This design comes from an exercise in tuning for small area and a short achievable clock period on the open sky130 flow, not from production work. Function was checked by simulation only, so behaviour that the tests miss may differ from the original. Power and IR drop assume default switching activity.

## red
## smp8
module smp8 (input clk, reset,
output reg [3:0] pc,
input [7:0] instr,
output reg [7:0] AC);
wire [3:0] op = instr[7:4];
wire [3:0] a  = instr[3:0];
reg [7:0] R;
reg       Z;
reg [7:0] RAM [15:0];
wire [15:0] opd = 16'h1 << op;
wire [3:0] lo = 4'h1 << a[1:0];
wire [3:0] hi = 4'h1 << a[3:2];
wire [3:0] hi_ld = hi & {4{opd[1]}};
wire [3:0] hi_st = hi & {4{opd[2]}};
genvar w;
generate for (w = 0; w < 16; w = w + 1) begin : mem_w
  always @(posedge clk)
    if (hi_st[w/4] & lo[w%4]) RAM[w] <= AC;
end endgenerate
reg [7:0] memld;
integer k;
always @(*) begin
  memld = 8'h00;
  for (k = 0; k < 16; k = k + 1)
    memld = memld | (RAM[k] & {8{hi_ld[k/4] & lo[k%4]}});
end
function [7:0] addp(input [7:0] x, input [7:0] z, input cin);
  reg [7:0] g, p, G, P;
  reg [8:0] c;
  integer i;
  begin
    g = x & z; p = x ^ z;
    G = g; P = p;
    G[0] = g[0] | (p[0] & cin);
    G[1] = G[1] | (P[1] & G[0]);  P[1] = P[1] & P[0];
  ...
Size in the first run: about 150 flip-flops, roughly 22 I/O pins, about 0.0068 mm^2 of cells after synthesis.
clock: 3.7 ns
lec_check: 0
abc_area: 1
cap_margin: 20
core_margin: 2
core_utilization: 40
cts_buf_list: sky130_fd_sc_hd__clkbuf_8
place_density: 0.5
setup_slack_margin: 1.75
slew_margin: 20
standard.sh (not shown) runs the stock make flow with config.mk's settings and CLKGATE_MAP_FILE= SYNTH_SCRIPT=/design/flow/synth_recipe.tcl, a recipe that flattens the netlist after the stock synthesis.
==> flow/flow/run.sh <==
#!/bin/bash
# Standard ORFS layout with two changes:
#  - Yosys's full-adder extraction is off, so ABC maps the adders itself;
#  - the port buffers that buffer_ports inserts are plain buf_2 cells
#    instead of the delay cells it otherwise picks.
export ADDER_MAP_FILE=
export BUFFER_PORTS_ARGS="-buffer_cell sky130_fd_sc_hd__buf_2"
bash standard.sh > standard.log 2>&1
red completed every stage of the flow, and the final layout passed the timing, DRC and antenna checks.
Modified inputs, orange compared to red
- changing CORE_UTILIZATION from 40 to 45
- removing PLACE_DENSITY (formerly 0.5)
orange: flow completed, timing, DRC and antenna clean. red was carried through to the last stage, and its layout satisfied the timing, DRC and antenna checks. Comparing the two runs side by side, orange comes out behind red on achievable clock frequency. Of orange and red, it is orange that has the lower final worst-path setup slack. orange: data required time of the critical path 0.02 ns above red. Re non-clock buffer contribution to total cell area: red and orange aren't equal, and the lower value belongs to red. Comparing red and orange, the lower worst-margin pin slew is on red. Diff red -> orange: summed area of non-filler cells in the final layout now larger, fraction of the core area covered by cells at the end of the flow now larger, wire length of the first global-routing pass now smaller.

---

smp8, a different RTL version from the one above (not shown whole).
Size: about 800 cells after synthesis, roughly 7200 um2 of cells after synthesis.
## smp8
module smp8 (input clk, reset,
output reg [3:0] pc,
input [7:0] instr,
output reg [7:0] AC);
Settings: LEC_CHECK=0, ABC_AREA=1, CAP_MARGIN=20, CORE_MARGIN=2, CORE_UTILIZATION=40, SETUP_SLACK_MARGIN=2.0, SLEW_MARGIN=20; clock period 3.7 ns.
==> flow/flow/run.sh <==
#!/bin/bash
# Standard ORFS layout with two changes:
#  - Yosys's full-adder extraction is off, so ABC maps the adders itself;
#  - the port buffers that buffer_ports inserts are plain buf_4 cells
#    instead of the delay cells it otherwise picks.
export ADDER_MAP_FILE=
export BUFFER_PORTS_ARGS="-buffer_cell sky130_fd_sc_hd__buf_4"
bash standard.sh > standard.log 2>&1
The first run passed the timing, DRC and antenna checks.
Then changed:
--- a/flow/config.mk
+++ b/flow/config.mk
@@ -9,5 +9,6 @@
 export CAP_MARGIN = 20
 export CORE_MARGIN = 2
-export CORE_UTILIZATION = 40
-export SETUP_SLACK_MARGIN = 2.0
+export CORE_UTILIZATION = 30
+export CTS_BUF_LIST = sky130_fd_sc_hd__clkbuf_8
+export SETUP_SLACK_MARGIN = 1.75
 export SLEW_MARGIN = 20
- The changed run completed without violations
- wire length is lower by 3.6%
- worst setup slack is worse by 0.099 ns
- synthesized cell count stays the same
- global-route usage went down by 6.9 points
- maximum frequency is lower by 5.0%
- clock skew grows by 0.016 ns
- non-clock buffer count came out lower by 54
- synthesized area does not change
- via count goes down by 3.4%
- cell area drops by 10%
- power fell by 9.4%
Then changed:
--- a/flow/config.mk
+++ b/flow/config.mk
@@ -9,6 +9,8 @@
 export CAP_MARGIN = 20
 export CORE_MARGIN = 2
-export CORE_UTILIZATION = 30
+export CORE_UTILIZATION = 40
 export CTS_BUF_LIST = sky130_fd_sc_hd__clkbuf_8
+export CTS_CLUSTER_DIAMETER = 60
+export CTS_CLUSTER_SIZE = 30
 export SETUP_SLACK_MARGIN = 1.75
 export SLEW_MARGIN = 20
The changed run finished with timing, DRC and antenna clean; via count rises by about 0.6%; power falls by 3.1%; setup slack is better by 0.031 ns; worst hold slack is worse by 0.26 ns.

-- what the ideal ports hide --
How much do the figures lean on ideal ports? The routed layouts below were timed once more, with nothing changed but the port constraints.
Step 1 (the two cells are an assumption about what drives the block):
set clk [get_ports {clk}]
set_driving_cell -lib_cell sky130_fd_sc_hd__clkbuf_16 $clk
set_driving_cell -lib_cell sky130_fd_sc_hd__buf_2 [delete_from_list [all_inputs] $clk]
Step 2 also shifts input and output timing later by t, the mid clock arrival at the registers, as if the neighbouring blocks saw the same clock.
Three values: ideal ports, drivers, drivers and shift; two values: the first two.
run	t, ns	setup slack, ns	hold slack, ns	worst setup path after step 2	worst slew at a driven data input, ns
red	0.474	1.695 / 1.668 / 1.194	0.481 / 0.463 / 0.518	input to register	0.07
orange	0.496	1.674 / 1.670 / 1.173	0.490 / 0.473 / 0.518	input to register	0.07
the first run of note 2	0.464	1.807 / 1.766 / 1.431	0.422 / 0.403 / 0.557	input to register	0.06
the second run of note 2	0.500	1.708 / 1.700 / 1.220	0.464 / 0.447 / 0.522	input to register	0.04
the third run of note 2	0.496	1.740 / 1.701 / 1.261	0.205 / 0.189 / 0.527	input to register	0.04
After both steps every run listed still meets setup and hold.
